From an optimization exercise on the open Yosys and OpenROAD flow, aimed at small area and a short achievable clock period; shortcuts taken in it are not production practice. In this exercise RTL edits were held to simulation tests only and were not proved equivalent to the original. Power figures rest on the tool's default switching activity, not on a simulated workload.

## flow/design.v (module list and top-level ports; edited modules follow where they fit)
// module DECODER: 12 lines
// module MUL_UNIT: 306 lines
// module DIV_UNIT: 428 lines
// module LOGIC_UNIT: 14 lines
// module CMP_UNIT: 11 lines
// module SHIFT_UNIT: 14 lines
// module ALU_Top: 82 lines
module ALU_Top #(parameter width = 16 ,
                   Arith_width = width + width ,
                   Logic_width = width,
                   CMP_width   = width,
                   Shift_width = width)(
input wire [width-1:0] A,
input wire [width-1:0] B,
input wire CLK,
input wire RST,
input wire [3:0] ALU_FUN,
output reg  [Arith_width-1:0]  Arith_OUT,
output reg                     Carry_OUT,
output reg                     Arith_Flag,
output reg  [Logic_width-1:0]  Logic_OUT,
output reg                     Logic_Flag,
output reg  [CMP_width-1:0]    CMP_OUT,
output reg                     CMP_Flag,
output reg  [Shift_width-1:0]  Shift_OUT,
output reg                     Shift_Flag
);
  // ...
==> flow/run.sh <==
#!/bin/bash
# synth_recipe.tcl (not shown) runs the flow's synth.tcl, then flattens the netlist and writes it again
# the make line also repeats each setting of config.mk as NAME=value (left out here)
make -C /OpenROAD-flow-scripts/flow DESIGN_CONFIG=/design/flow/config.mk WORK_HOME=/design/flow/orfs CLKGATE_MAP_FILE= SYNTH_SCRIPT=/design/flow/synth_recipe.tcl finish
==> flow/config.mk <==
export PLATFORM = sky130hd
export DESIGN_NAME = ALU_Top
export DESIGN_NICKNAME = ALU_Top
export VERILOG_FILES = /design/flow/design.v
export SDC_FILE = /design/flow/constraint.sdc
export NUM_CORES = 4
export LEC_CHECK = 0
export ABC_AREA = 1
export CAP_MARGIN = 20
export CORE_MARGIN = 2
export CORE_UTILIZATION = 40
export SLEW_MARGIN = 20
==> flow/constraint.sdc <==
create_clock -name core_clock -period 95.0 [get_ports {CLK}]
set_input_delay 19.0000 -clock core_clock [delete_from_list [all_inputs] [get_ports {CLK}]]
set_output_delay 19.0000 -clock core_clock [all_outputs]
set_load 0.01 [all_outputs]
==> out/metrics.cfg, run 1 <==
[run_status]
status = complete, no violations

[sta]
skew_ns = 0
setup_viol = 0
finalCriticalPeriod_ns = 37.29

[floorplan]
chipHeight_um = 229
rows = 82

[pwr]
finalPower_mw = 0.406
powerSeq_mw = 0.0372
pwr-share-clk_pct = 8.7

[clock_tree]
htree_levels = 3
cts_setup_buffers = 0

[synth]
synth_seq_cells = 71
synth.distinct_cells = 74
synth_top_family_by_area = simple AND/OR/NAND/NOR gates

[global_routing]
grt_max_degree = 59

[layout]
fill_cells = 5237
top_register = Arith_OUT
antenna-diode-count = 0
seq_cell_count = 71
multi_input_cells = 2350
final_nets = 3223

[detailed_routing]
wl_per_cell_um = 18.9
drc = 0

[critical_path]
path_buf_inv = 13
path_common_cell = nand2_1
crit_required_ns = 95.22
crit_fanout = 22

[placement]
io_buffer_count = 108
dp_cells = 3640

==> module DIV_UNIT, before the edit <==
module DIV_UNIT(
input  wire [15:0] A,
input  wire [15:0] B,
output wire [16:0] Q
);
wire [15:0] a = A[15] ? (~A + 16'd1) : A;
wire [15:0] b = B[15] ? (~B + 16'd1) : B;
wire [15:0] nb = ~b;
wire [15:0] q;
wire [0:0] r0, g0_0, t0_0, x0;
assign r0 = a[15];
assign g0_0 = r0 & nb[0:0];
assign t0_0 = r0 | nb[0:0];
assign q[15] = ~|b[15:1] & t0_0[0];
wire [0:0] c0 = {1'b1};
wire [0:0] m0 = r0 ^ ({1{q[15]}} & (b[0:0] ~^ c0));
wire [1:0] r1, g1_0, t1_0, x1;
assign r1 = {m0, a[14]};
assign g1_0 = r1 & nb[1:0];
assign t1_0 = r1 | nb[1:0];
wire G1_0 = g1_0[1] | (t1_0[1] & t1_0[0]);
assign q[14] = ~|b[15:2] & G1_0;
wire [1:0] c1 = {t1_0[0], 1'b1};
wire [1:0] m1 = r1 ^ ({2{q[14]}} & (b[1:0] ~^ c1));
wire [2:0] r2, g2_0, t2_0, x2;
assign r2 = {m1, a[13]};
assign g2_0 = r2 & nb[2:0];
assign t2_0 = r2 | nb[2:0];
wire G2_0 = g2_0[1] | (t2_0[1] & t2_0[0]);
wire G2_1 = g2_0[2] | (t2_0[2] & G2_0);
assign q[13] = ~|b[15:3] & G2_1;
wire [2:0] c2 = {G2_0, t2_0[0], 1'b1};
wire [2:0] m2 = r2 ^ ({3{q[13]}} & (b[2:0] ~^ c2));
wire [3:0] r3, g3_0, t3_0, x3;
assign r3 = {m2, a[12]};
assign g3_0 = r3 & nb[3:0];
assign t3_0 = r3 | nb[3:0];
wire G3_0 = g3_0[1] | (t3_0[1] & t3_0[0]);
wire G3_1 = g3_0[3] | (t3_0[3] & g3_0[2]);
wire T3_1 = t3_0[3] & t3_0[2];
wire G3_2 = g3_0[2] | (t3_0[2] & G3_0);
wire G3_3 = G3_1 | (T3_1 & G3_0);
assign q[12] = ~|b[15:4] & G3_3;
wire [3:0] c3 = {G3_2, G3_0, t3_0[0], 1'b1};
wire [3:0] m3 = r3 ^ ({4{q[12]}} & (b[3:0] ~^ c3));
wire [4:0] r4, g4_0, t4_0, x4;
assign r4 = {m3, a[11]};
assign g4_0 = r4 & nb[4:0];
assign t4_0 = r4 | nb[4:0];
wire G4_0 = g4_0[1] | (t4_0[1] & t4_0[0]);
wire G4_1 = g4_0[3] | (t4_0[3] & g4_0[2]);
wire T4_1 = t4_0[3] & t4_0[2];
wire G4_2 = g4_0[2] | (t4_0[2] & G4_0);
wire G4_3 = G4_1 | (T4_1 & G4_0);
wire G4_4 = g4_0[4] | (t4_0[4] & G4_3);
assign q[11] = ~|b[15:5] & G4_4;
wire [4:0] c4 = {G4_3, G4_2, G4_0, t4_0[0], 1'b1};
wire [4:0] m4 = r4 ^ ({5{q[11]}} & (b[4:0] ~^ c4));
wire [5:0] r5, g5_0, t5_0, x5;
assign r5 = {m4, a[10]};
assign g5_0 = r5 & nb[5:0];
assign t5_0 = r5 | nb[5:0];
wire G5_0 = g5_0[1] | (t5_0[1] & t5_0[0]);
wire G5_1 = g5_0[3] | (t5_0[3] & g5_0[2]);
wire T5_1 = t5_0[3] & t5_0[2];
wire G5_2 = g5_0[5] | (t5_0[5] & g5_0[4]);
wire T5_2 = t5_0[5] & t5_0[4];
wire G5_3 = g5_0[2] | (t5_0[2] & G5_0);
wire G5_4 = G5_1 | (T5_1 & G5_0);
wire G5_5 = g5_0[4] | (t5_0[4] & G5_4);
wire G5_6 = G5_2 | (T5_2 & G5_4);
assign q[10] = ~|b[15:6] & G5_6;
wire [5:0] c5 = {G5_5, G5_4, G5_3, G5_0, t5_0[0], 1'b1};
wire [5:0] m5 = r5 ^ ({6{q[10]}} & (b[5:0] ~^ c5));
wire [6:0] r6, g6_0, t6_0, x6;
assign r6 = {m5, a[9]};
assign g6_0 = r6 & nb[6:0];
assign t6_0 = r6 | nb[6:0];
wire G6_0 = g6_0[1] | (t6_0[1] & t6_0[0]);
wire G6_1 = g6_0[3] | (t6_0[3] & g6_0[2]);
wire T6_1 = t6_0[3] & t6_0[2];
wire G6_2 = g6_0[5] | (t6_0[5] & g6_0[4]);
wire T6_2 = t6_0[5] & t6_0[4];
wire G6_3 = g6_0[2] | (t6_0[2] & G6_0);
wire G6_4 = G6_1 | (T6_1 & G6_0);
wire G6_5 = g6_0[6] | (t6_0[6] & G6_2);
wire T6_5 = t6_0[6] & T6_2;
wire G6_6 = g6_0[4] | (t6_0[4] & G6_4);
wire G6_7 = G6_2 | (T6_2 & G6_4);
wire G6_8 = G6_5 | (T6_5 & G6_4);
assign q[9] = ~|b[15:7] & G6_8;
wire [6:0] c6 = {G6_7, G6_6, G6_4, G6_3, G6_0, t6_0[0], 1'b1};
wire [6:0] m6 = r6 ^ ({7{q[9]}} & (b[6:0] ~^ c6));
wire [7:0] r7, g7_0, t7_0, x7;
assign r7 = {m6, a[8]};
assign g7_0 = r7 & nb[7:0];
assign t7_0 = r7 | nb[7:0];
wire G7_0 = g7_0[1] | (t7_0[1] & t7_0[0]);
wire G7_1 = g7_0[3] | (t7_0[3] & g7_0[2]);
wire T7_1 = t7_0[3] & t7_0[2];
wire G7_2 = g7_0[5] | (t7_0[5] & g7_0[4]);
wire T7_2 = t7_0[5] & t7_0[4];
wire G7_3 = g7_0[7] | (t7_0[7] & g7_0[6]);
wire T7_3 = t7_0[7] & t7_0[6];
wire G7_4 = g7_0[2] | (t7_0[2] & G7_0);
wire G7_5 = G7_1 | (T7_1 & G7_0);
wire G7_6 = g7_0[6] | (t7_0[6] & G7_2);
wire T7_6 = t7_0[6] & T7_2;
wire G7_7 = G7_3 | (T7_3 & G7_2);
wire T7_7 = T7_3 & T7_2;
wire G7_8 = g7_0[4] | (t7_0[4] & G7_5);
wire G7_9 = G7_2 | (T7_2 & G7_5);
wire G7_10 = G7_6 | (T7_6 & G7_5);
wire G7_11 = G7_7 | (T7_7 & G7_5);
assign q[8] = ~|b[15:8] & G7_11;
wire [7:0] c7 = {G7_10, G7_9, G7_8, G7_5, G7_4, G7_0, t7_0[0], 1'b1};
wire [7:0] m7 = r7 ^ ({8{q[8]}} & (b[7:0] ~^ c7));
wire [8:0] r8, g8_0, t8_0, x8;
assign r8 = {m7, a[7]};
assign g8_0 = r8 & nb[8:0];
assign t8_0 = r8 | nb[8:0];
wire G8_0 = g8_0[1] | (t8_0[1] & t8_0[0]);
wire G8_1 = g8_0[3] | (t8_0[3] & g8_0[2]);
wire T8_1 = t8_0[3] & t8_0[2];
wire G8_2 = g8_0[5] | (t8_0[5] & g8_0[4]);
wire T8_2 = t8_0[5] & t8_0[4];
wire G8_3 = g8_0[7] | (t8_0[7] & g8_0[6]);
wire T8_3 = t8_0[7] & t8_0[6];
wire G8_4 = g8_0[2] | (t8_0[2] & G8_0);
wire G8_5 = G8_1 | (T8_1 & G8_0);
wire G8_6 = g8_0[6] | (t8_0[6] & G8_2);
wire T8_6 = t8_0[6] & T8_2;
wire G8_7 = G8_3 | (T8_3 & G8_2);
wire T8_7 = T8_3 & T8_2;
wire G8_8 = g8_0[4] | (t8_0[4] & G8_5);
wire G8_9 = G8_2 | (T8_2 & G8_5);
wire G8_10 = G8_6 | (T8_6 & G8_5);
wire G8_11 = G8_7 | (T8_7 & G8_5);
wire G8_12 = g8_0[8] | (t8_0[8] & G8_11);
assign q[7] = ~|b[15:9] & G8_12;
wire [8:0] c8 = {G8_11, G8_10, G8_9, G8_8, G8_5, G8_4, G8_0, t8_0[0], 1'b1};
wire [8:0] m8 = r8 ^ ({9{q[7]}} & (b[8:0] ~^ c8));
wire [9:0] r9, g9_0, t9_0, x9;
assign r9 = {m8, a[6]};
assign g9_0 = r9 & nb[9:0];
assign t9_0 = r9 | nb[9:0];
wire G9_0 = g9_0[1] | (t9_0[1] & t9_0[0]);
wire G9_1 = g9_0[3] | (t9_0[3] & g9_0[2]);
wire T9_1 = t9_0[3] & t9_0[2];
wire G9_2 = g9_0[5] | (t9_0[5] & g9_0[4]);
wire T9_2 = t9_0[5] & t9_0[4];
wire G9_3 = g9_0[7] | (t9_0[7] & g9_0[6]);
wire T9_3 = t9_0[7] & t9_0[6];
wire G9_4 = g9_0[9] | (t9_0[9] & g9_0[8]);
wire T9_4 = t9_0[9] & t9_0[8];
wire G9_5 = g9_0[2] | (t9_0[2] & G9_0);
wire G9_6 = G9_1 | (T9_1 & G9_0);
wire G9_7 = g9_0[6] | (t9_0[6] & G9_2);
wire T9_7 = t9_0[6] & T9_2;
wire G9_8 = G9_3 | (T9_3 & G9_2);
wire T9_8 = T9_3 & T9_2;
wire G9_9 = g9_0[4] | (t9_0[4] & G9_6);
wire G9_10 = G9_2 | (T9_2 & G9_6);
wire G9_11 = G9_7 | (T9_7 & G9_6);
wire G9_12 = G9_8 | (T9_8 & G9_6);
wire G9_13 = g9_0[8] | (t9_0[8] & G9_12);
wire G9_14 = G9_4 | (T9_4 & G9_12);
assign q[6] = ~|b[15:10] & G9_14;
wire [9:0] c9 = {G9_13, G9_12, G9_11, G9_10, G9_9, G9_6, G9_5, G9_0, t9_0[0], 1'b1};
wire [9:0] m9 = r9 ^ ({10{q[6]}} & (b[9:0] ~^ c9));
wire [10:0] r10, g10_0, t10_0, x10;
assign r10 = {m9, a[5]};
assign g10_0 = r10 & nb[10:0];
assign t10_0 = r10 | nb[10:0];
wire G10_0 = g10_0[1] | (t10_0[1] & t10_0[0]);
wire G10_1 = g10_0[3] | (t10_0[3] & g10_0[2]);
wire T10_1 = t10_0[3] & t10_0[2];
wire G10_2 = g10_0[5] | (t10_0[5] & g10_0[4]);
wire T10_2 = t10_0[5] & t10_0[4];
wire G10_3 = g10_0[7] | (t10_0[7] & g10_0[6]);
wire T10_3 = t10_0[7] & t10_0[6];
wire G10_4 = g10_0[9] | (t10_0[9] & g10_0[8]);
wire T10_4 = t10_0[9] & t10_0[8];
wire G10_5 = g10_0[2] | (t10_0[2] & G10_0);
wire G10_6 = G10_1 | (T10_1 & G10_0);
wire G10_7 = g10_0[6] | (t10_0[6] & G10_2);
wire T10_7 = t10_0[6] & T10_2;
wire G10_8 = G10_3 | (T10_3 & G10_2);
wire T10_8 = T10_3 & T10_2;
wire G10_9 = g10_0[10] | (t10_0[10] & G10_4);
wire T10_9 = t10_0[10] & T10_4;
wire G10_10 = g10_0[4] | (t10_0[4] & G10_6);
wire G10_11 = G10_2 | (T10_2 & G10_6);
wire G10_12 = G10_7 | (T10_7 & G10_6);
wire G10_13 = G10_8 | (T10_8 & G10_6);
wire G10_14 = g10_0[8] | (t10_0[8] & G10_13);
wire G10_15 = G10_4 | (T10_4 & G10_13);
wire G10_16 = G10_9 | (T10_9 & G10_13);
assign q[5] = ~|b[15:11] & G10_16;
wire [10:0] c10 = {G10_15, G10_14, G10_13, G10_12, G10_11, G10_10, G10_6, G10_5, G10_0, t10_0[0], 1'b1};
wire [10:0] m10 = r10 ^ ({11{q[5]}} & (b[10:0] ~^ c10));
wire [11:0] r11, g11_0, t11_0, x11;
assign r11 = {m10, a[4]};
assign g11_0 = r11 & nb[11:0];
assign t11_0 = r11 | nb[11:0];
wire G11_0 = g11_0[1] | (t11_0[1] & t11_0[0]);
wire G11_1 = g11_0[3] | (t11_0[3] & g11_0[2]);
wire T11_1 = t11_0[3] & t11_0[2];
wire G11_2 = g11_0[5] | (t11_0[5] & g11_0[4]);
wire T11_2 = t11_0[5] & t11_0[4];
wire G11_3 = g11_0[7] | (t11_0[7] & g11_0[6]);
wire T11_3 = t11_0[7] & t11_0[6];
wire G11_4 = g11_0[9] | (t11_0[9] & g11_0[8]);
wire T11_4 = t11_0[9] & t11_0[8];
wire G11_5 = g11_0[11] | (t11_0[11] & g11_0[10]);
wire T11_5 = t11_0[11] & t11_0[10];
wire G11_6 = g11_0[2] | (t11_0[2] & G11_0);
wire G11_7 = G11_1 | (T11_1 & G11_0);
wire G11_8 = g11_0[6] | (t11_0[6] & G11_2);
wire T11_8 = t11_0[6] & T11_2;
wire G11_9 = G11_3 | (T11_3 & G11_2);
wire T11_9 = T11_3 & T11_2;
wire G11_10 = g11_0[10] | (t11_0[10] & G11_4);
wire T11_10 = t11_0[10] & T11_4;
wire G11_11 = G11_5 | (T11_5 & G11_4);
wire T11_11 = T11_5 & T11_4;
wire G11_12 = g11_0[4] | (t11_0[4] & G11_7);
wire G11_13 = G11_2 | (T11_2 & G11_7);
wire G11_14 = G11_8 | (T11_8 & G11_7);
wire G11_15 = G11_9 | (T11_9 & G11_7);
wire G11_16 = g11_0[8] | (t11_0[8] & G11_15);
wire G11_17 = G11_4 | (T11_4 & G11_15);
wire G11_18 = G11_10 | (T11_10 & G11_15);
wire G11_19 = G11_11 | (T11_11 & G11_15);
assign q[4] = ~|b[15:12] & G11_19;
wire [11:0] c11 = {G11_18, G11_17, G11_16, G11_15, G11_14, G11_13, G11_12, G11_7, G11_6, G11_0, t11_0[0], 1'b1};
wire [11:0] m11 = r11 ^ ({12{q[4]}} & (b[11:0] ~^ c11));
wire [12:0] r12, g12_0, t12_0, x12;
assign r12 = {m11, a[3]};
assign g12_0 = r12 & nb[12:0];
assign t12_0 = r12 | nb[12:0];
wire G12_0 = g12_0[1] | (t12_0[1] & t12_0[0]);
wire G12_1 = g12_0[3] | (t12_0[3] & g12_0[2]);
wire T12_1 = t12_0[3] & t12_0[2];
wire G12_2 = g12_0[5] | (t12_0[5] & g12_0[4]);
wire T12_2 = t12_0[5] & t12_0[4];
wire G12_3 = g12_0[7] | (t12_0[7] & g12_0[6]);
wire T12_3 = t12_0[7] & t12_0[6];
wire G12_4 = g12_0[9] | (t12_0[9] & g12_0[8]);
wire T12_4 = t12_0[9] & t12_0[8];
wire G12_5 = g12_0[11] | (t12_0[11] & g12_0[10]);
wire T12_5 = t12_0[11] & t12_0[10];
wire G12_6 = g12_0[2] | (t12_0[2] & G12_0);
wire G12_7 = G12_1 | (T12_1 & G12_0);
wire G12_8 = g12_0[6] | (t12_0[6] & G12_2);
wire T12_8 = t12_0[6] & T12_2;
wire G12_9 = G12_3 | (T12_3 & G12_2);
wire T12_9 = T12_3 & T12_2;
wire G12_10 = g12_0[10] | (t12_0[10] & G12_4);
wire T12_10 = t12_0[10] & T12_4;
wire G12_11 = G12_5 | (T12_5 & G12_4);
wire T12_11 = T12_5 & T12_4;
wire G12_12 = g12_0[4] | (t12_0[4] & G12_7);
wire G12_13 = G12_2 | (T12_2 & G12_7);
wire G12_14 = G12_8 | (T12_8 & G12_7);
wire G12_15 = G12_9 | (T12_9 & G12_7);
wire G12_16 = g12_0[12] | (t12_0[12] & G12_11);
wire T12_16 = t12_0[12] & T12_11;
wire G12_17 = g12_0[8] | (t12_0[8] & G12_15);
wire G12_18 = G12_4 | (T12_4 & G12_15);
wire G12_19 = G12_10 | (T12_10 & G12_15);
wire G12_20 = G12_11 | (T12_11 & G12_15);
wire G12_21 = G12_16 | (T12_16 & G12_15);
assign q[3] = ~|b[15:13] & G12_21;
wire [12:0] c12 = {G12_20, G12_19, G12_18, G12_17, G12_15, G12_14, G12_13, G12_12, G12_7, G12_6, G12_0, t12_0[0], 1'b1};
wire [12:0] m12 = r12 ^ ({13{q[3]}} & (b[12:0] ~^ c12));
wire [13:0] r13, g13_0, t13_0, x13;
assign r13 = {m12, a[2]};
assign g13_0 = r13 & nb[13:0];
assign t13_0 = r13 | nb[13:0];
wire G13_0 = g13_0[1] | (t13_0[1] & t13_0[0]);
wire G13_1 = g13_0[3] | (t13_0[3] & g13_0[2]);
wire T13_1 = t13_0[3] & t13_0[2];
wire G13_2 = g13_0[5] | (t13_0[5] & g13_0[4]);
wire T13_2 = t13_0[5] & t13_0[4];
wire G13_3 = g13_0[7] | (t13_0[7] & g13_0[6]);
wire T13_3 = t13_0[7] & t13_0[6];
wire G13_4 = g13_0[9] | (t13_0[9] & g13_0[8]);
wire T13_4 = t13_0[9] & t13_0[8];
wire G13_5 = g13_0[11] | (t13_0[11] & g13_0[10]);
wire T13_5 = t13_0[11] & t13_0[10];
wire G13_6 = g13_0[13] | (t13_0[13] & g13_0[12]);
wire T13_6 = t13_0[13] & t13_0[12];
wire G13_7 = g13_0[2] | (t13_0[2] & G13_0);
wire G13_8 = G13_1 | (T13_1 & G13_0);
wire G13_9 = g13_0[6] | (t13_0[6] & G13_2);
wire T13_9 = t13_0[6] & T13_2;
wire G13_10 = G13_3 | (T13_3 & G13_2);
wire T13_10 = T13_3 & T13_2;
wire G13_11 = g13_0[10] | (t13_0[10] & G13_4);
wire T13_11 = t13_0[10] & T13_4;
wire G13_12 = G13_5 | (T13_5 & G13_4);
wire T13_12 = T13_5 & T13_4;
wire G13_13 = g13_0[4] | (t13_0[4] & G13_8);
wire G13_14 = G13_2 | (T13_2 & G13_8);
wire G13_15 = G13_9 | (T13_9 & G13_8);
wire G13_16 = G13_10 | (T13_10 & G13_8);
wire G13_17 = g13_0[12] | (t13_0[12] & G13_12);
wire T13_17 = t13_0[12] & T13_12;
wire G13_18 = G13_6 | (T13_6 & G13_12);
wire T13_18 = T13_6 & T13_12;
wire G13_19 = g13_0[8] | (t13_0[8] & G13_16);
wire G13_20 = G13_4 | (T13_4 & G13_16);
wire G13_21 = G13_11 | (T13_11 & G13_16);
wire G13_22 = G13_12 | (T13_12 & G13_16);
wire G13_23 = G13_17 | (T13_17 & G13_16);
wire G13_24 = G13_18 | (T13_18 & G13_16);
assign q[2] = ~|b[15:14] & G13_24;
wire [13:0] c13 = {G13_23, G13_22, G13_21, G13_20, G13_19, G13_16, G13_15, G13_14, G13_13, G13_8, G13_7, G13_0, t13_0[0], 1'b1};
wire [13:0] m13 = r13 ^ ({14{q[2]}} & (b[13:0] ~^ c13));
wire [14:0] r14, g14_0, t14_0, x14;
assign r14 = {m13, a[1]};
assign g14_0 = r14 & nb[14:0];
assign t14_0 = r14 | nb[14:0];
wire G14_0 = g14_0[1] | (t14_0[1] & t14_0[0]);
wire G14_1 = g14_0[3] | (t14_0[3] & g14_0[2]);
wire T14_1 = t14_0[3] & t14_0[2];
wire G14_2 = g14_0[5] | (t14_0[5] & g14_0[4]);
wire T14_2 = t14_0[5] & t14_0[4];
wire G14_3 = g14_0[7] | (t14_0[7] & g14_0[6]);
wire T14_3 = t14_0[7] & t14_0[6];
wire G14_4 = g14_0[9] | (t14_0[9] & g14_0[8]);
wire T14_4 = t14_0[9] & t14_0[8];
wire G14_5 = g14_0[11] | (t14_0[11] & g14_0[10]);
wire T14_5 = t14_0[11] & t14_0[10];
wire G14_6 = g14_0[13] | (t14_0[13] & g14_0[12]);
wire T14_6 = t14_0[13] & t14_0[12];
wire G14_7 = g14_0[2] | (t14_0[2] & G14_0);
wire G14_8 = G14_1 | (T14_1 & G14_0);
wire G14_9 = g14_0[6] | (t14_0[6] & G14_2);
wire T14_9 = t14_0[6] & T14_2;
wire G14_10 = G14_3 | (T14_3 & G14_2);
wire T14_10 = T14_3 & T14_2;
wire G14_11 = g14_0[10] | (t14_0[10] & G14_4);
wire T14_11 = t14_0[10] & T14_4;
wire G14_12 = G14_5 | (T14_5 & G14_4);
wire T14_12 = T14_5 & T14_4;
wire G14_13 = g14_0[14] | (t14_0[14] & G14_6);
wire T14_13 = t14_0[14] & T14_6;
wire G14_14 = g14_0[4] | (t14_0[4] & G14_8);
wire G14_15 = G14_2 | (T14_2 & G14_8);
wire G14_16 = G14_9 | (T14_9 & G14_8);
wire G14_17 = G14_10 | (T14_10 & G14_8);
wire G14_18 = g14_0[12] | (t14_0[12] & G14_12);
wire T14_18 = t14_0[12] & T14_12;
wire G14_19 = G14_6 | (T14_6 & G14_12);
wire T14_19 = T14_6 & T14_12;
wire G14_20 = G14_13 | (T14_13 & G14_12);
wire T14_20 = T14_13 & T14_12;
wire G14_21 = g14_0[8] | (t14_0[8] & G14_17);
wire G14_22 = G14_4 | (T14_4 & G14_17);
wire G14_23 = G14_11 | (T14_11 & G14_17);
wire G14_24 = G14_12 | (T14_12 & G14_17);
wire G14_25 = G14_18 | (T14_18 & G14_17);
wire G14_26 = G14_19 | (T14_19 & G14_17);
wire G14_27 = G14_20 | (T14_20 & G14_17);
assign q[1] = ~|b[15:15] & G14_27;
wire [14:0] c14 = {G14_26, G14_25, G14_24, G14_23, G14_22, G14_21, G14_17, G14_16, G14_15, G14_14, G14_8, G14_7, G14_0, t14_0[0], 1'b1};
wire [14:0] m14 = r14 ^ ({15{q[1]}} & (b[14:0] ~^ c14));
wire [15:0] r15, g15_0, t15_0, x15;
assign r15 = {m14, a[0]};
assign g15_0 = r15 & nb[15:0];
assign t15_0 = r15 | nb[15:0];
wire G15_0 = g15_0[1] | (t15_0[1] & t15_0[0]);
wire G15_1 = g15_0[3] | (t15_0[3] & g15_0[2]);
wire T15_1 = t15_0[3] & t15_0[2];
wire G15_2 = g15_0[5] | (t15_0[5] & g15_0[4]);
wire T15_2 = t15_0[5] & t15_0[4];
wire G15_3 = g15_0[7] | (t15_0[7] & g15_0[6]);
wire T15_3 = t15_0[7] & t15_0[6];
wire G15_4 = g15_0[9] | (t15_0[9] & g15_0[8]);
wire T15_4 = t15_0[9] & t15_0[8];
wire G15_5 = g15_0[11] | (t15_0[11] & g15_0[10]);
wire T15_5 = t15_0[11] & t15_0[10];
wire G15_6 = g15_0[13] | (t15_0[13] & g15_0[12]);
wire T15_6 = t15_0[13] & t15_0[12];
wire G15_7 = g15_0[15] | (t15_0[15] & g15_0[14]);
wire T15_7 = t15_0[15] & t15_0[14];
wire G15_8 = g15_0[2] | (t15_0[2] & G15_0);
wire G15_9 = G15_1 | (T15_1 & G15_0);
wire G15_10 = g15_0[6] | (t15_0[6] & G15_2);
wire T15_10 = t15_0[6] & T15_2;
wire G15_11 = G15_3 | (T15_3 & G15_2);
wire T15_11 = T15_3 & T15_2;
wire G15_12 = g15_0[10] | (t15_0[10] & G15_4);
wire T15_12 = t15_0[10] & T15_4;
wire G15_13 = G15_5 | (T15_5 & G15_4);
wire T15_13 = T15_5 & T15_4;
wire G15_14 = g15_0[14] | (t15_0[14] & G15_6);
wire T15_14 = t15_0[14] & T15_6;
wire G15_15 = G15_7 | (T15_7 & G15_6);
wire T15_15 = T15_7 & T15_6;
wire G15_16 = g15_0[4] | (t15_0[4] & G15_9);
wire G15_17 = G15_2 | (T15_2 & G15_9);
wire G15_18 = G15_10 | (T15_10 & G15_9);
wire G15_19 = G15_11 | (T15_11 & G15_9);
wire G15_20 = g15_0[12] | (t15_0[12] & G15_13);
wire T15_20 = t15_0[12] & T15_13;
wire G15_21 = G15_6 | (T15_6 & G15_13);
wire T15_21 = T15_6 & T15_13;
wire G15_22 = G15_14 | (T15_14 & G15_13);
wire T15_22 = T15_14 & T15_13;
wire G15_23 = G15_15 | (T15_15 & G15_13);
wire T15_23 = T15_15 & T15_13;
wire G15_24 = g15_0[8] | (t15_0[8] & G15_19);
wire G15_25 = G15_4 | (T15_4 & G15_19);
wire G15_26 = G15_12 | (T15_12 & G15_19);
wire G15_27 = G15_13 | (T15_13 & G15_19);
wire G15_28 = G15_20 | (T15_20 & G15_19);
wire G15_29 = G15_21 | (T15_21 & G15_19);
wire G15_30 = G15_22 | (T15_22 & G15_19);
wire G15_31 = G15_23 | (T15_23 & G15_19);
assign q[0] = 1'b1 & G15_31;
wire        bz  = ~|B;
wire        neg = A[15] ^ B[15];
wire [16:0] qq  = {1'b0, q & {16{~bz}}};
assign Q = neg ? (~qq + 17'd1) : qq;
endmodule
==> run 2: changes to the inputs <==
--- a/flow/design.v
+++ b/flow/design.v
@@ -321,15 +321,24 @@
 input  wire [15:0] B,
 output wire [16:0] Q
 );
-wire [15:0] a = A[15] ? (~A + 16'd1) : A;
-wire [15:0] b = B[15] ? (~B + 16'd1) : B;
+wire [15:0] aor, bor;
+assign aor[0] = 1'b0;
+assign bor[0] = 1'b0;
+genvar gk;
+generate for (gk = 1; gk < 16; gk = gk + 1) begin : mag
+  assign aor[gk] = aor[gk-1] | A[gk-1];
+  assign bor[gk] = bor[gk-1] | B[gk-1];
+end endgenerate
+wire [15:0] a = A ^ (aor & {16{A[15]}});
+wire [15:0] b = B ^ (bor & {16{B[15]}});
 wire [15:0] nb = ~b;
 wire [15:0] q;
 wire [0:0] r0, g0_0, t0_0, x0;
 assign r0 = a[15];
 assign g0_0 = r0 & nb[0:0];
 assign t0_0 = r0 | nb[0:0];
-assign q[15] = ~|b[15:1] & t0_0[0];
+wire hz0 = B[15] ? ((&B[15:1]) & (|B[0:0])) : ~|B[15:1];
+assign q[15] = hz0 & t0_0[0];
 wire [0:0] c0 = {1'b1};
 wire [0:0] m0 = r0 ^ ({1{q[15]}} & (b[0:0] ~^ c0));
 wire [1:0] r1, g1_0, t1_0, x1;
@@ -337,7 +346,8 @@
 assign g1_0 = r1 & nb[1:0];
 assign t1_0 = r1 | nb[1:0];
 wire G1_0 = g1_0[1] | (t1_0[1] & t1_0[0]);
-assign q[14] = ~|b[15:2] & G1_0;
+wire hz1 = B[15] ? ((&B[15:2]) & (|B[1:0])) : ~|B[15:2];
+assign q[14] = hz1 & G1_0;
 wire [1:0] c1 = {t1_0[0], 1'b1};
 wire [1:0] m1 = r1 ^ ({2{q[14]}} & (b[1:0] ~^ c1));
 wire [2:0] r2, g2_0, t2_0, x2;
@@ -346,7 +356,8 @@
 assign t2_0 = r2 | nb[2:0];
 wire G2_0 = g2_0[1] | (t2_0[1] & t2_0[0]);
 wire G2_1 = g2_0[2] | (t2_0[2] & G2_0);
-assign q[13] = ~|b[15:3] & G2_1;
+wire hz2 = B[15] ? ((&B[15:3]) & (|B[2:0])) : ~|B[15:3];
+assign q[13] = hz2 & G2_1;
 wire [2:0] c2 = {G2_0, t2_0[0], 1'b1};
 wire [2:0] m2 = r2 ^ ({3{q[13]}} & (b[2:0] ~^ c2));
 wire [3:0] r3, g3_0, t3_0, x3;
@@ -358,7 +369,8 @@
 wire T3_1 = t3_0[3] & t3_0[2];
 wire G3_2 = g3_0[2] | (t3_0[2] & G3_0);
 wire G3_3 = G3_1 | (T3_1 & G3_0);
-assign q[12] = ~|b[15:4] & G3_3;
+wire hz3 = B[15] ? ((&B[15:4]) & (|B[3:0])) : ~|B[15:4];
+assign q[12] = hz3 & G3_3;
 wire [3:0] c3 = {G3_2, G3_0, t3_0[0], 1'b1};
 wire [3:0] m3 = r3 ^ ({4{q[12]}} & (b[3:0] ~^ c3));
 wire [4:0] r4, g4_0, t4_0, x4;
@@ -371,7 +383,8 @@
 wire G4_2 = g4_0[2] | (t4_0[2] & G4_0);
 wire G4_3 = G4_1 | (T4_1 & G4_0);
 wire G4_4 = g4_0[4] | (t4_0[4] & G4_3);
-assign q[11] = ~|b[15:5] & G4_4;
+wire hz4 = B[15] ? ((&B[15:5]) & (|B[4:0])) : ~|B[15:5];
+assign q[11] = hz4 & G4_4;
 wire [4:0] c4 = {G4_3, G4_2, G4_0, t4_0[0], 1'b1};
 wire [4:0] m4 = r4 ^ ({5{q[11]}} & (b[4:0] ~^ c4));
 wire [5:0] r5, g5_0, t5_0, x5;
@@ -387,7 +400,8 @@
 wire G5_4 = G5_1 | (T5_1 & G5_0);
 wire G5_5 = g5_0[4] | (t5_0[4] & G5_4);
 wire G5_6 = G5_2 | (T5_2 & G5_4);
-assign q[10] = ~|b[15:6] & G5_6;
+wire hz5 = B[15] ? ((&B[15:6]) & (|B[5:0])) : ~|B[15:6];
+assign q[10] = hz5 & G5_6;
 wire [5:0] c5 = {G5_5, G5_4, G5_3, G5_0, t5_0[0], 1'b1};
 wire [5:0] m5 = r5 ^ ({6{q[10]}} & (b[5:0] ~^ c5));
 wire [6:0] r6, g6_0, t6_0, x6;
@@ -406,7 +420,8 @@
 wire G6_6 = g6_0[4] | (t6_0[4] & G6_4);
 wire G6_7 = G6_2 | (T6_2 & G6_4);
 wire G6_8 = G6_5 | (T6_5 & G6_4);
-assign q[9] = ~|b[15:7] & G6_8;
+wire hz6 = B[15] ? ((&B[15:7]) & (|B[6:0])) : ~|B[15:7];
+assign q[9] = hz6 & G6_8;
 wire [6:0] c6 = {G6_7, G6_6, G6_4, G6_3, G6_0, t6_0[0], 1'b1};
 wire [6:0] m6 = r6 ^ ({7{q[9]}} & (b[6:0] ~^ c6));
 wire [7:0] r7, g7_0, t7_0, x7;
@@ -430,7 +445,8 @@
 wire G7_9 = G7_2 | (T7_2 & G7_5);
 wire G7_10 = G7_6 | (T7_6 & G7_5);
 wire G7_11 = G7_7 | (T7_7 & G7_5);
-assign q[8] = ~|b[15:8] & G7_11;
+wire hz7 = B[15] ? ((&B[15:8]) & (|B[7:0])) : ~|B[15:8];
+assign q[8] = hz7 & G7_11;
 wire [7:0] c7 = {G7_10, G7_9, G7_8, G7_5, G7_4, G7_0, t7_0[0], 1'b1};
 wire [7:0] m7 = r7 ^ ({8{q[8]}} & (b[7:0] ~^ c7));
 wire [8:0] r8, g8_0, t8_0, x8;
@@ -455,7 +471,8 @@
 wire G8_10 = G8_6 | (T8_6 & G8_5);
 wire G8_11 = G8_7 | (T8_7 & G8_5);
 wire G8_12 = g8_0[8] | (t8_0[8] & G8_11);
-assign q[7] = ~|b[15:9] & G8_12;
+wire hz8 = B[15] ? ((&B[15:9]) & (|B[8:0])) : ~|B[15:9];
+assign q[7] = hz8 & G8_12;
 wire [8:0] c8 = {G8_11, G8_10, G8_9, G8_8, G8_5, G8_4, G8_0, t8_0[0], 1'b1};
 wire [8:0] m8 = r8 ^ ({9{q[7]}} & (b[8:0] ~^ c8));
 wire [9:0] r9, g9_0, t9_0, x9;
@@ -483,7 +500,8 @@
 wire G9_12 = G9_8 | (T9_8 & G9_6);
 wire G9_13 = g9_0[8] | (t9_0[8] & G9_12);
 wire G9_14 = G9_4 | (T9_4 & G9_12);
-assign q[6] = ~|b[15:10] & G9_14;
+wire hz9 = B[15] ? ((&B[15:10]) & (|B[9:0])) : ~|B[15:10];
+assign q[6] = hz9 & G9_14;
 wire [9:0] c9 = {G9_13, G9_12, G9_11, G9_10, G9_9, G9_6, G9_5, G9_0, t9_0[0], 1'b1};
 wire [9:0] m9 = r9 ^ ({10{q[6]}} & (b[9:0] ~^ c9));
 wire [10:0] r10, g10_0, t10_0, x10;
@@ -514,7 +532,8 @@
 wire G10_14 = g10_0[8] | (t10_0[8] & G10_13);
 wire G10_15 = G10_4 | (T10_4 & G10_13);
 wire G10_16 = G10_9 | (T10_9 & G10_13);
-assign q[5] = ~|b[15:11] & G10_16;
+wire hz10 = B[15] ? ((&B[15:11]) & (|B[10:0])) : ~|B[15:11];
+assign q[5] = hz10 & G10_16;
 wire [10:0] c10 = {G10_15, G10_14, G10_13, G10_12, G10_11, G10_10, G10_6, G10_5, G10_0, t10_0[0], 1'b1};
 wire [10:0] m10 = r10 ^ ({11{q[5]}} & (b[10:0] ~^ c10));
 wire [11:0] r11, g11_0, t11_0, x11;
@@ -550,7 +569,8 @@
 wire G11_17 = G11_4 | (T11_4 & G11_15);
 wire G11_18 = G11_10 | (T11_10 & G11_15);
 wire G11_19 = G11_11 | (T11_11 & G11_15);
-assign q[4] = ~|b[15:12] & G11_19;
+wire hz11 = B[15] ? ((&B[15:12]) & (|B[11:0])) : ~|B[15:12];
+assign q[4] = hz11 & G11_19;
 wire [11:0] c11 = {G11_18, G11_17, G11_16, G11_15, G11_14, G11_13, G11_12, G11_7, G11_6, G11_0, t11_0[0], 1'b1};
 wire [11:0] m11 = r11 ^ ({12{q[4]}} & (b[11:0] ~^ c11));
 wire [12:0] r12, g12_0, t12_0, x12;
@@ -589,7 +609,8 @@
 wire G12_19 = G12_10 | (T12_10 & G12_15);
 wire G12_20 = G12_11 | (T12_11 & G12_15);
 wire G12_21 = G12_16 | (T12_16 & G12_15);
-assign q[3] = ~|b[15:13] & G12_21;
+wire hz12 = B[15] ? ((&B[15:13]) & (|B[12:0])) : ~|B[15:13];
+assign q[3] = hz12 & G12_21;
 wire [12:0] c12 = {G12_20, G12_19, G12_18, G12_17, G12_15, G12_14, G12_13, G12_12, G12_7, G12_6, G12_0, t12_0[0], 1'b1};
 wire [12:0] m12 = r12 ^ ({13{q[3]}} & (b[12:0] ~^ c12));
 wire [13:0] r13, g13_0, t13_0, x13;
@@ -633,7 +654,8 @@
 wire G13_22 = G13_12 | (T13_12 & G13_16);
 wire G13_23 = G13_17 | (T13_17 & G13_16);
 wire G13_24 = G13_18 | (T13_18 & G13_16);
-assign q[2] = ~|b[15:14] & G13_24;
+wire hz13 = B[15] ? ((&B[15:14]) & (|B[13:0])) : ~|B[15:14];
+assign q[2] = hz13 & G13_24;
 wire [13:0] c13 = {G13_23, G13_22, G13_21, G13_20, G13_19, G13_16, G13_15, G13_14, G13_13, G13_8, G13_7, G13_0, t13_0[0], 1'b1};
 wire [13:0] m13 = r13 ^ ({14{q[2]}} & (b[13:0] ~^ c13));
 wire [14:0] r14, g14_0, t14_0, x14;
@@ -682,7 +704,8 @@
 wire G14_25 = G14_18 | (T14_18 & G14_17);
 wire G14_26 = G14_19 | (T14_19 & G14_17);
 wire G14_27 = G14_20 | (T14_20 & G14_17);
-assign q[1] = ~|b[15:15] & G14_27;
+wire hz14 = B[15] ? ((&B[15:15]) & (|B[14:0])) : ~|B[15:15];
+assign q[1] = hz14 & G14_27;
 wire [14:0] c14 = {G14_26, G14_25, G14_24, G14_23, G14_22, G14_21, G14_17, G14_16, G14_15, G14_14, G14_8, G14_7, G14_0, t14_0[0], 1'b1};
 wire [14:0] m14 = r14 ^ ({15{q[1]}} & (b[14:0] ~^ c14));
 wire [15:0] r15, g15_0, t15_0, x15;
@@ -742,7 +765,13 @@
 wire        bz  = ~|B;
 wire        neg = A[15] ^ B[15];
 wire [16:0] qq  = {1'b0, q & {16{~bz}}};
-assign Q = neg ? (~qq + 17'd1) : qq;
+wire [16:0] qor;
+assign qor[0] = 1'b0;
+assign qor[1] = 1'b0;
+generate for (gk = 2; gk < 17; gk = gk + 1) begin : qmag
+  assign qor[gk] = qor[gk-1] | qq[gk-1];
+end endgenerate
+assign Q = qq ^ ({16'b0, 1'b0} | ({17{neg}} & (qor | {{16{qq[0]}}, 1'b0})));
 endmodule
 module LOGIC_UNIT(
 input  wire [15:0] A,
==> run 2 against run 1 <==
Net effect:
- register-to-register slack got worse by 0.02 ns
- highest routed layer unchanged
- largest power group unchanged
- sequential share of layout area grew 0.23 points
- critical endpoint is now Arith_OUT[3]
- largest cell class unchanged
- fmax grew 3.5%
- first-iteration DRC count is 1.2% lower
- clock-buffer cell count up 2
==> out/metrics.cfg, run 2 <==
[floorplan]
chipHeight_um = 225  ; was 229 µm
rows = 80  ; was 82
core-area_um2 = 47900  ; was 50100 µm²
die-width_um = 225  ; was 229 µm
initial_core_util_pct = 40.6  ; was 40.5%
pin_count = 123  ; unchanged
die_area_um2 = 50500  ; was 52500 µm²

[job]
cap_viol_max_count = 0  ; unchanged

[global_routing]
grt_pass1_wl_um = 108000  ; was 109000 µm
grt_max_degree = 72  ; was 59
grt_usage_pct = 27.4  ; was 25.9%
grt_pass1_vias = 19400  ; was 19900
grt-ovfl-total = 0  ; unchanged
grt_antenna_before_repair = 0  ; unchanged

[layout]
antenna-diode-count = 0  ; unchanged
top_register = Arith_OUT  ; unchanged
final_nets = 3255  ; was 3223
post-route-util_pct = 43.6  ; was 42.9%
drive_gt1_share_pct = 8.23  ; was 14.8%
areaGrowthSynthToFinish_pct = 7.37  ; was 6.01%
mostFrequentLayoutCells = nand2_1 (824), nand3_1 (440), inv_1 (344), xor2_1 (174), fa_1 (128)  ; was nand2_1 (749), nand3_1 (341), inv_1 (338), xor2_1 (148), fa_1 (128)
top_regs = Arith_OUT (32), Logic_OUT (16), Shift_OUT (16)  ; unchanged
largest_reg_flops = 32  ; unchanged
final_common_cell = nand2_1  ; unchanged

[pwr]
finalPower_mw = 0.402  ; was 0.406 mW
ir_drop_mv = 0.0285  ; was 0.0272 mV
p_leak_nw = 10.7  ; was 10.8 nW
p_per_area_nw_per_um2 = 19.2  ; was 18.9 nW/µm²

[clock_tree]
htree_levels = 3  ; unchanged
cts.sinks = 71  ; unchanged
clk_latency_ns = 0.38  ; was 0.35 ns
clk_pin_slew_ns = 0.06  ; about the same
cts_made_buffers = 9  ; unchanged
cts_resized = 0  ; unchanged
hold_buffers = 0  ; unchanged
cts-root-buf = clkbuf_16  ; unchanged
clock_path_buffers = 2  ; unchanged
cts_tree = built  ; unchanged
cts_setup_buffers = 0  ; unchanged

[placement]
io_buffer_count = 108  ; unchanged
place.gp.congestion = 0.956  ; was 0.953
dp_hpwl_um = 53700  ; was 53200 µm

[synth]
synth.distinct_cells = 73  ; was 74
ys_seq_area_share_pct = 9.12  ; was 8.77%
synth_ff_type = dfrtp_1  ; unchanged
netlist_top_cells_count = nand2_1 (824), nand3_1 (440), inv_1 (344)  ; was nand2_1 (749), nand3_1 (341), inv_1 (338)
synthCells = 2999  ; was 2962
ys_top_cells_by_area = nand2_1 (16%), fa_1 (13%), nand3_1 (11%)  ; was nand2_1 (14%), fa_1 (13%), dfrtp_1 (8.8%)
synth_seq_cells = 71  ; unchanged
async_flop_share_pct = 100  ; unchanged
synth_edf_count = 0  ; unchanged
synth_most_common_cell = nand2_1  ; unchanged
yosys_warnings = 1  ; unchanged
synth_top_area_share_pct = 15.9  ; was 13.9%
syn_area_um2 = 19500  ; was 20300 µm²
yosys.area.top_type = nand2_1  ; unchanged
synth.avg_cell_area_um2 = 6.49  ; was 6.84 µm²

[detailed_routing]
wl_um = 69400  ; was 69000 µm
postRouteAntennaNets = 0  ; unchanged
vias = 20600  ; was 20300
wl_met2_um = 30700  ; was 32500 µm
drtIter0Drc = 1836  ; was 1858
routed_via_density = 5.68  ; was 5.56
firstDrtPassIters = 6  ; unchanged
routed-wl-met3_um = 5060  ; was 4740 µm
highest_layer = met4  ; unchanged
m1WireLength_um = 30800  ; was 28900 µm
wl_per_cell_um = 19.1  ; was 18.9 µm
drc = 0  ; unchanged

[sta]
final_max_slew_viol_count = 0  ; unchanged
worstMarginPinSlew_ns = 1.15  ; about the same
final-hold-violation-count = 0  ; unchanged
finalCriticalPeriod_ns = 36.03  ; was 37.29 ns
skew_ns = 0  ; unchanged
slew_headroom_pct = 23.4  ; was 23.2%
clock.fmax_mhz = 27.8  ; was 26.8 MHz
setup_viol = 0  ; unchanged
tns_ns = 0  ; unchanged
rsz0062_at_grt = false  ; unchanged
fin_crit_sh_pct = 37.9  ; was 39.3%
hold_ws_ns = 0.515  ; was 0.509 ns

[critical_path]
cp.arrival_ns = 36.25  ; was 37.51 ns
crit_type = in2reg  ; unchanged
end_kind = flip-flop  ; unchanged
crit_fanout = 28  ; was 22
cpMaxStageDelayCell = clkdlybuf4s50_1  ; was clkinv_1
critPathLaunchType = primary input  ; unchanged
path_common_cell = nand2_1  ; unchanged
crit_required_ns = 95.23  ; was 95.22 ns
max_stage_delay_ns = 0.86  ; was 0.75 ns

[run_status]
status = complete, no violations  ; unchanged

[hold_path]
min_path_type = reg2reg  ; unchanged

-- run 2: cell count changes in the layout (fill, tap and decap cells not counted), sizes merged, moves of 6 or more --
cell	delta
o21ai	+26
inv	-10
o211ai	+8
a21oi	-14
xnor2	-13
o22ai	-20
o221ai	-6
nor2	-24
xor2	+25
a21boi	+9
nand3	+55
nand2	-16
-- run 2: worst paths after layout --
| check | cells past startpoint | slack [ns] | start | endpoint |
|---|---|---|---|---|
| hold / removal | 2 | 0.52 | Carry_OUT | Carry_OUT |
| setup / recovery | 136 | 58.97 | A[2] | Arith_OUT[3] |
| max in group asynchronous | 1 | 75.82 | RST | Logic_OUT[14] |
| setup reg to reg | 2 | 94.33 | Carry_OUT | Carry_OUT |
| hold reg to reg | 2 | 0.52 | Carry_OUT | Carry_OUT |
| min in group asynchronous | 1 | 18.65 | RST | Shift_OUT[7] |
-- run 2: cell type report --
class                           count  area [µm²]
Timing Repair Buffer              153        1410
Inverter                          394        1510
Tap cell                          615         769
Sequential cell                    71        1780
Clock buffer                       11         253
Multi-Input combinational cell   2379       15100
Fill cell                        5005       27000
Clock inverter                      5        80.1
-- run 2: layer usage --
| layer | GRT usage (%) | vias up |
|---|---|---|
| met5 | 0 | - |
| met4 | 10.7 | 0 |
| met3 | 4.25 | 162 |
| met2 | 43.6 | 910 |
| met1 | 37.4 | 9775 |
| li1 | - | 9757 |
-- run 2: metrics by stage --
stage          worst slack [ns]  instances  instance area, µm²
2_1_floorplan             63.08       3012               19500
3_3_place_gp              59.26       3611               20600
3_5_place_dp              58.92       3612               20600
6_report                  58.97       3628               20900
4_1_cts                   59.29       3628               20900
5_1_grt                   56.87       3628               20900
-- run 2: cells by family after synthesis --
family / after synthesis / synth area share [%]
and+or+nand+nor: 1635 / 39.2
xor gates and xnor gates: 188 / 8.49
DFF: 71 / 9.12
AOI/OAI and AO/OA: 333 / 11.0
other: 1 / 0.0193
adders and majority gates: 209 / 18.4
buffers and inverters: 562 / 13.8
-- run 2: power breakdown --
part / switching [mW] / internal [mW]
registers: 0.00236 / 0.0347
logic: 0.201 / 0.123
clock network: 0.0162 / 0.0244
-- run 2: worst max-delay path: cells and delay by family --
family                 cells  cell delay [ns]
and+or+nand+nor          127            14.90
buffers and inverters      6             1.56
AOI/OAI and AO/OA          3             0.71

-- afterwards: timing with drivers on the ports --
The flow's constraints put no driver on any port. The routed layouts listed below were extracted and timed again, unchanged, in two steps. Step 1 assumes that a clkbuf_16 drives the clock port and a buf_2 every other input. Step 2 adds t to the input delays and takes it off the output delays; t is the mean of the earliest and latest rising clock arrival at the registers after step 1. Input paths then give back, and output paths get back, about the clock's delay inside the block. Slacks: ideal / step 1 / step 2; pairs: ideal / step 1.
| run | t, ns | slack for setup (ns) | worst setup path at the end | latest minus earliest clock arrival (ns) | worst slew at a driven data input, ns |
|---|---|---|---|---|---|
| run 1 | 0.403 | 57.710 / 57.733 / 57.330 | input to register | 0.018 / 0.018 | 0.06 |
| run 2 | 0.437 | 58.975 / 59.003 / 58.566 | input to register | 0.014 / 0.014 | 0.06 |
After both steps setup and hold are still met in every run listed. The setup slack of run 2, which loses most, moves by +0.028 ns with the drivers and by -0.409 ns with both steps.
